Context: an optimization exercise on an open-source flow, tuned for small area and a short achievable clock period. The choices shown serve that exercise and are no tape-out recipe. RTL that was checked went through simulation tests only; none was proved equivalent to the original.

// Matrix_Multiplication
module Matrix_Multiplication (
  input clk, reset,
  input [7:0] a1, a2, a3, a4, b1, b2, b3, b4,
  output [16:0] c1, c2, c3, c4, c5, c6, c7, c8, c9, c10, c11, c12, c13, c14, c15, c16
);
Size in the first run: about 3500 cells after synthesis, ~44000 um2 of cells after synthesis.
clock: 6.5 ns
lec_check: 0
cap_margin: 20
core_margin: 2
core_utilization: 40
setup_slack_margin: 2.5
slew_margin: 20
synth_hierarchical: 1
synth_minimum_keep_size: 0
run.sh (not shown) runs the stock make flow with config.mk's settings and CLKGATE_MAP_FILE= SYNTH_SCRIPT=/design/flow/synth_recipe.tcl, a recipe that flattens the netlist after the stock synthesis.
The starting point finished with timing, DRC and antenna clean.
==> next run, changes <==
SETUP_SLACK_MARGIN = unset   (was 2.5)
Sequential cell count stays the same.
Non-clock buffer count decreases by 170.
Synthesized cell count is unchanged.
Setup slack degrades by 0.71 ns.
Wire length falls by 5.4%.
Global-route usage falls by 1.0 points.
Die area stays the same.
Hold slack improved by 0.0046 ns.
First-iteration DRC count increases by 31%.
Function was not checked in any run of this note: the RTL went through the layout flow alone.

* * *

## build 91
Another version of the RTL of Matrix_Multiplication (not shown whole).
For scale: about 460 flip-flops, about 340 I/O pins, roughly 44000 um^2 of cells after synthesis.
export LEC_CHECK = 0
export ABC_CLOCK_PERIOD_IN_PS = 3000
export CAP_MARGIN = 20
export CORE_MARGIN = 2
export CORE_UTILIZATION = 40
export SETUP_SLACK_MARGIN = 2.0
export SLEW_MARGIN = 20
export SYNTH_HIERARCHICAL = 1
export SYNTH_MINIMUM_KEEP_SIZE = 0
create_clock -name core_clock -period 6.5 [get_ports {clk}]
standard.sh (not shown) runs the stock make flow with config.mk's settings and CLKGATE_MAP_FILE= SYNTH_SCRIPT=/design/flow/synth_recipe.tcl, a recipe that flattens the netlist after the stock synthesis.
==> flow/flow/run.sh <==
#!/bin/bash
set -uo pipefail
export BUFFER_PORTS_ARGS="-buffer_cell sky130_fd_sc_hd__buf_1"
bash standard.sh > flow_standard.log 2>&1
Inputs modified between build 91 and build 19:
Settings: PLACE_DENSITY newly set to 0.75; ABC_CLOCK_PERIOD_IN_PS removed (was 3000).
==> comparison <==
Between build 91 and build 19, via count increased.
Compared to build 91, build 19 has final worst slack 0.069 ns lower.
| worst reg2reg path depth | build 91 vs build 19 | ≈ equal |
On post-layout instance area, build 91 tracks build 19 almost exactly.
| utilization | build 19 vs build 91 | ≈ equal |
Taking build 91 as the reference, in build 19 clock period minus worst slack up 0.069 ns; final routed wire length divided by cell count lower; HPWL reported at the end of detailed placement went down.
#### Input delta (build 44 over build 19)
Settings: PLACE_DENSITY removed (was 0.75).
--- a/flow/flow/run.sh
+++ b/flow/flow/run.sh
@@ -3,2 +3,3 @@
 export BUFFER_PORTS_ARGS="-buffer_cell sky130_fd_sc_hd__buf_1"
+export CTS_ARGS="-sink_clustering_enable -repair_clock_nets -sink_clustering_size 24 -sink_clustering_max_diameter 150"
 bash standard.sh > flow_standard.log 2>&1
## What came out
Build 19 and build 44 ended up with roughly the same required time of the critical path.
Of the two values seen for launch point of the critical path, bd2_1[2] was produced by build 44 and a3[2] by build 19.
Changes observed in build 44 relative to build 19: clock period minus worst slack saw a decrease, post-route worst setup slack grew by 0.054 ns.

* * *

Setup of 07-06:
Starting RTL as in the previous note.
Settings: LEC_CHECK=0, CAP_MARGIN=20, CORE_MARGIN=2, CORE_UTILIZATION=40, SETUP_SLACK_MARGIN=2.4, SLEW_MARGIN=20, SYNTH_HIERARCHICAL=1, SYNTH_MINIMUM_KEEP_SIZE=0; clock period 6.5 ns.
==> flow/flow/run.sh <==
#!/bin/bash
set -uo pipefail
export BUFFER_PORTS_ARGS="-buffer_cell sky130_fd_sc_hd__buf_1"
bash standard.sh > flow_standard.log 2>&1
[inputs] 10-04 vs 07-06
Settings: SETUP_SLACK_MARGIN changed from 2.4 to 2.0; CORE_UTILIZATION changed from 40 to 60.
Results
- 10-04: met3 layer usage reported by global route is 1.4 points higher than what 07-06 reported.
- Looking at wire length of the first global-routing pass across both flows, 10-04 is the stronger of the two, with 07-06 trailing.
- Final critical path time including I/O delays and setup | 10-04 above 07-06
- 10-04 vs 07-06, buffer count from post-CTS setup fixing went down by 29.
- In the metrics for 07-06 and 10-04, the one carrying the higher aggregate global-route resource usage is 10-04.
- Measured against each other, 07-06 and 10-04 differ in worst slew slack as a fraction of its limit, the higher figure coming from 10-04.

* * *

== job 5530 ==
Another version of the RTL of Matrix_Multiplication (not shown whole).
Size in the first run: roughly 460 flip-flops, ~43000 µm² of cells after synthesis.
==> flow/design.v (excerpt) <==
module Matrix_Multiplication (
  input clk, reset,
  input [7:0] a1, a2, a3, a4, b1, b2, b3, b4,
  output [16:0] c1, c2, c3, c4, c5, c6, c7, c8, c9, c10, c11, c12, c13, c14, c15, c16
);
Settings: LEC_CHECK=0, CAP_MARGIN=20, CORE_MARGIN=2, CORE_UTILIZATION=40, SETUP_SLACK_MARGIN=1.9, SLEW_MARGIN=20, SYNTH_HIERARCHICAL=1, SYNTH_MINIMUM_KEEP_SIZE=0; clock period 6.5 ns.
==> flow/flow/run.sh <==
#!/bin/bash
set -uo pipefail
export BUFFER_PORTS_ARGS="-buffer_cell sky130_fd_sc_hd__buf_1"
export CTS_ARGS="-sink_clustering_enable -repair_clock_nets -sink_clustering_size 24 -sink_clustering_max_diameter 150"
bash standard.sh > flow_standard.log 2>&1
[inputs] job 2854 vs job 5530
- SETUP_SLACK_MARGIN now 2.0, was 1.9
diff --git a/flow/flow/run.sh b/flow/flow/run.sh
--- a/flow/flow/run.sh
+++ b/flow/flow/run.sh
@@ -4,0 +5 @@
+export REMOVE_ABC_BUFFERS=1
==> summary.txt <==
Compared with job 5530, in job 2854 share of layout cells above drive strength 1 up 2.0 points, peak clock frequency supported by timing grew by 1.0%.
Job 2854 vs. job 5530: number of non-clock buffers went up by 29.
Summary of job 2854 over job 5530: data arrival at the endpoint of the critical path dropped 90 ps; part of the cycle the worst path needs dropped 0.70 points.
Modified inputs, job 4325 compared to job 2854
- putting GPL_ROUTABILITY_DRIVEN at 0 where nothing was set
diff --git a/flow/flow/run.sh b/flow/flow/run.sh
--- a/flow/flow/run.sh
+++ b/flow/flow/run.sh
@@ -5 +4,0 @@
-export REMOVE_ABC_BUFFERS=1
==> summary.txt <==
- On count of inserted antenna diode cells: job 4325 sits above job 2854.
- Number of clock buffers inserted by TritonCTS: higher on job 2854
- Re number of clock buffers in the layout: job 4325 and job 2854 aren't equal, and the higher value belongs to job 2854.
- Going from job 2854 to job 4325, final standard cell utilization of the core ~0 delta; placed instance area now larger.
- Fraction of met2 tracks used by global routing: job 2854 vs job 4325 — no meaningful difference
- Changes observed in job 4325 relative to job 2854: share of the final layout cell area in sequential cells stayed essentially flat; routed wirelength normalized by instance count stayed essentially flat.
- Post-route fraction of the period consumed by the critical path for job 4325: 0.69 points down relative to job 2854
#### Input delta (job 1905 over job 4325)
- ABC_AREA newly set to 1
- GPL_ROUTABILITY_DRIVEN removed (was 0)
==> summary.txt <==
- Per the comparison of job 1905 with job 4325, worst setup margin increased 24 ps; cell area shows an increase of about 3%; post-route worst hold slack decreased by 3.4 ps relative to the old numbers; count of non-filler cells in the finished layout shows an increase of 15%.
- Job 1905 ended with every stage complete and zero timing, DRC or antenna violations.
- Between job 4325 and job 1905, the clock buffer count in the final layout is higher for job 1905.

* * *

Matrix_Multiplication with an RTL version that a note above also has.
For scale: about 3,500 cells after synthesis, about 460 flip-flops, about 340 I/O pins, ~44,000 um^2 of cells after synthesis.
// Matrix_Multiplication
module Matrix_Multiplication (
  input clk, reset,
  input [7:0] a1, a2, a3, a4, b1, b2, b3, b4,
  output [16:0] c1, c2, c3, c4, c5, c6, c7, c8, c9, c10, c11, c12, c13, c14, c15, c16
);
  reg [7:0] ad1_0, ad1_1, ad1_2, ad1_3, ad2_0, ad2_1, ad2_2, ad2_3, ad3_0, ad3_1, ad3_2, ad3_3;
  reg [7:0] bd1_0, bd1_1, bd1_2, bd1_3, bd2_0, bd2_1, bd2_2, bd2_3, bd3_0, bd3_1, bd3_2, bd3_3;
  wire [7:0] ad0_0 = a1, ad0_1 = a2, ad0_2 = a3, ad0_3 = a4;
  wire [7:0] bd0_0 = b1, bd0_1 = b2, bd0_2 = b3, bd0_3 = b4;
  always @(posedge clk or posedge reset) begin
    if (reset) begin
      ad1_0 <= 8'b00000000;
      ad1_1 <= 8'b00000000;
      ad1_2 <= 8'b00000000;
      ad1_3 <= 8'b00000000;
      ad2_0 <= 8'b00000000;
      ad2_1 <= 8'b00000000;
      ad2_2 <= 8'b00000000;
      ad2_3 <= 8'b00000000;
      ad3_0 <= 8'b00000000;
      ad3_1 <= 8'b00000000;
      ad3_2 <= 8'b00000000;
      ad3_3 <= 8'b00000000;
      bd1_0 <= 8'b00000000;
      bd1_1 <= 8'b00000000;
      bd1_2 <= 8'b00000000;
      bd1_3 <= 8'b00000000;
      bd2_0 <= 8'b00000000;
      bd2_1 <= 8'b00000000;
      bd2_2 <= 8'b00000000;
      bd2_3 <= 8'b00000000;
      bd3_0 <= 8'b00000000;
      bd3_1 <= 8'b00000000;
      bd3_2 <= 8'b00000000;
      bd3_3 <= 8'b00000000;
    end else begin
      ad1_0 <= ad0_0;
      ad1_1 <= ad0_1;
      ad1_2 <= ad0_2;
      ad1_3 <= ad0_3;
      ad2_0 <= ad1_0;
      ad2_1 <= ad1_1;
      ad2_2 <= ad1_2;
      ad2_3 <= ad1_3;
      ad3_0 <= ad2_0;
      ad3_1 <= ad2_1;
      ad3_2 <= ad2_2;
      ad3_3 <= ad2_3;
      bd1_0 <= bd0_0;
      bd1_1 <= bd0_1;
      bd1_2 <= bd0_2;
      bd1_3 <= bd0_3;
      bd2_0 <= bd1_0;
      bd2_1 <= bd1_1;
      bd2_2 <= bd1_2;
  ...
==> flow/config.mk <==
export PLATFORM = sky130hd
export DESIGN_NAME = Matrix_Multiplication
export DESIGN_NICKNAME = Matrix_Multiplication
export VERILOG_FILES = /design/flow/design.v
export SDC_FILE = /design/flow/constraint.sdc
export NUM_CORES = 4
export LEC_CHECK = 0
export CAP_MARGIN = 20
export CORE_MARGIN = 2
export CORE_UTILIZATION = 40
export SETUP_SLACK_MARGIN = 2.2
export SLEW_MARGIN = 20
export SYNTH_HIERARCHICAL = 1
export SYNTH_MINIMUM_KEEP_SIZE = 0
==> flow/constraint.sdc <==
create_clock -name core_clock -period 6.5 [get_ports {clk}]
set_input_delay 1.3000 -clock core_clock [delete_from_list [all_inputs] [get_ports {clk}]]
set_output_delay 1.3000 -clock core_clock [all_outputs]
set_load 0.01 [all_outputs]
==> flow/flow/run.sh <==
#!/bin/bash
set -uo pipefail
export BUFFER_PORTS_ARGS="-buffer_cell sky130_fd_sc_hd__buf_1"
bash standard.sh > flow_standard.log 2>&1
==> next run, changes <==
--- a/flow/config.mk
+++ b/flow/config.mk
@@ -9,5 +9,5 @@
 export CORE_MARGIN = 2
 export CORE_UTILIZATION = 40
-export SETUP_SLACK_MARGIN = 2.2
+export SETUP_SLACK_MARGIN = 2.0
 export SLEW_MARGIN = 20
 export SYNTH_HIERARCHICAL = 1
After rerunning: Synthesized cell count stays the same; cell area decreases by about 2%; setup slack gets worse by 0.099 ns; via count is lower by about 0.7%; area after synthesis stays the same; wire length came out lower by 0.85%.

## port drivers added, routing unchanged
The flow's constraints put no driver on any port. The routed layouts listed below were extracted and timed again, unchanged, in two steps.
Step 1, drivers: a clkbuf_16 drives clk and a buf_2 each remaining input, both assumed.
Step 2 adds t to the input delays and takes it off the output delays; t is the mean of the earliest and latest rising clock arrival at the registers after step 1. Input paths then give back, and output paths get back, about the clock's delay inside the block.
a / b / c = ideal / step 1 / step 2; a / b = the first two.
run | t (ns) | setup WS [ns] | hold slack, ns | clock arrival spread, ns | slew at the worst register clock pin (ns)
the first run of note 1 | 0.686 | 2.135 / 2.135 / 1.565 | 0.467 / 0.467 / 0.467 | 0.035 / 0.035 | 0.07 / 0.07
the second run of note 1 | 0.718 | 1.427 / 1.472 / 0.753 | 0.471 / 0.471 / 0.471 | 0.023 / 0.023 | 0.07 / 0.07
build 91 | 0.726 | 2.141 / 2.141 / 1.506 | 0.444 / 0.444 / 0.444 | 0.020 / 0.019 | 0.06 / 0.06
build 19 | 0.718 | 2.072 / 2.110 / 1.392 | 0.469 / 0.469 / 0.469 | 0.046 / 0.046 | 0.06 / 0.06
build 44 | 0.695 | 2.126 / 2.126 / 1.513 | 0.458 / 0.458 / 0.458 | 0.046 / 0.046 | 0.11 / 0.11
07-06 | 0.744 | 2.247 / 2.247 / 1.745 | 0.454 / 0.454 / 0.454 | 0.054 / 0.055 | 0.07 / 0.07
10-04 | 0.694 | 2.085 / 2.085 / 1.505 | 0.434 / 0.434 / 0.434 | 0.024 / 0.025 | 0.07 / 0.07
job 5530 | 0.702 | 2.048 / 2.056 / 1.389 | 0.380 / 0.380 / 0.380 | 0.038 / 0.038 | 0.12 / 0.12
job 2854 | 0.689 | 2.094 / 2.130 / 1.456 | 0.375 / 0.375 / 0.375 | 0.022 / 0.022 | 0.11 / 0.11
job 4325 | 0.697 | 2.138 / 2.143 / 1.494 | 0.382 / 0.382 / 0.382 | 0.026 / 0.026 | 0.11 / 0.11
job 1905 | 0.685 | 2.162 / 2.162 / 1.522 | 0.378 / 0.378 / 0.378 | 0.045 / 0.046 | 0.12 / 0.12
the first run of note 5 | 0.734 | 2.239 / 2.239 / 1.570 | 0.468 / 0.468 / 0.468 | 0.030 / 0.031 | 0.07 / 0.07
the second run of note 5 | 0.726 | 2.141 / 2.141 / 1.506 | 0.444 / 0.444 / 0.444 | 0.020 / 0.019 | 0.06 / 0.06
After both steps setup and hold are still met in every run listed. For build 19, which loses most, drivers alone change the setup slack by +0.038 ns; drivers and shift together by -0.680 ns.
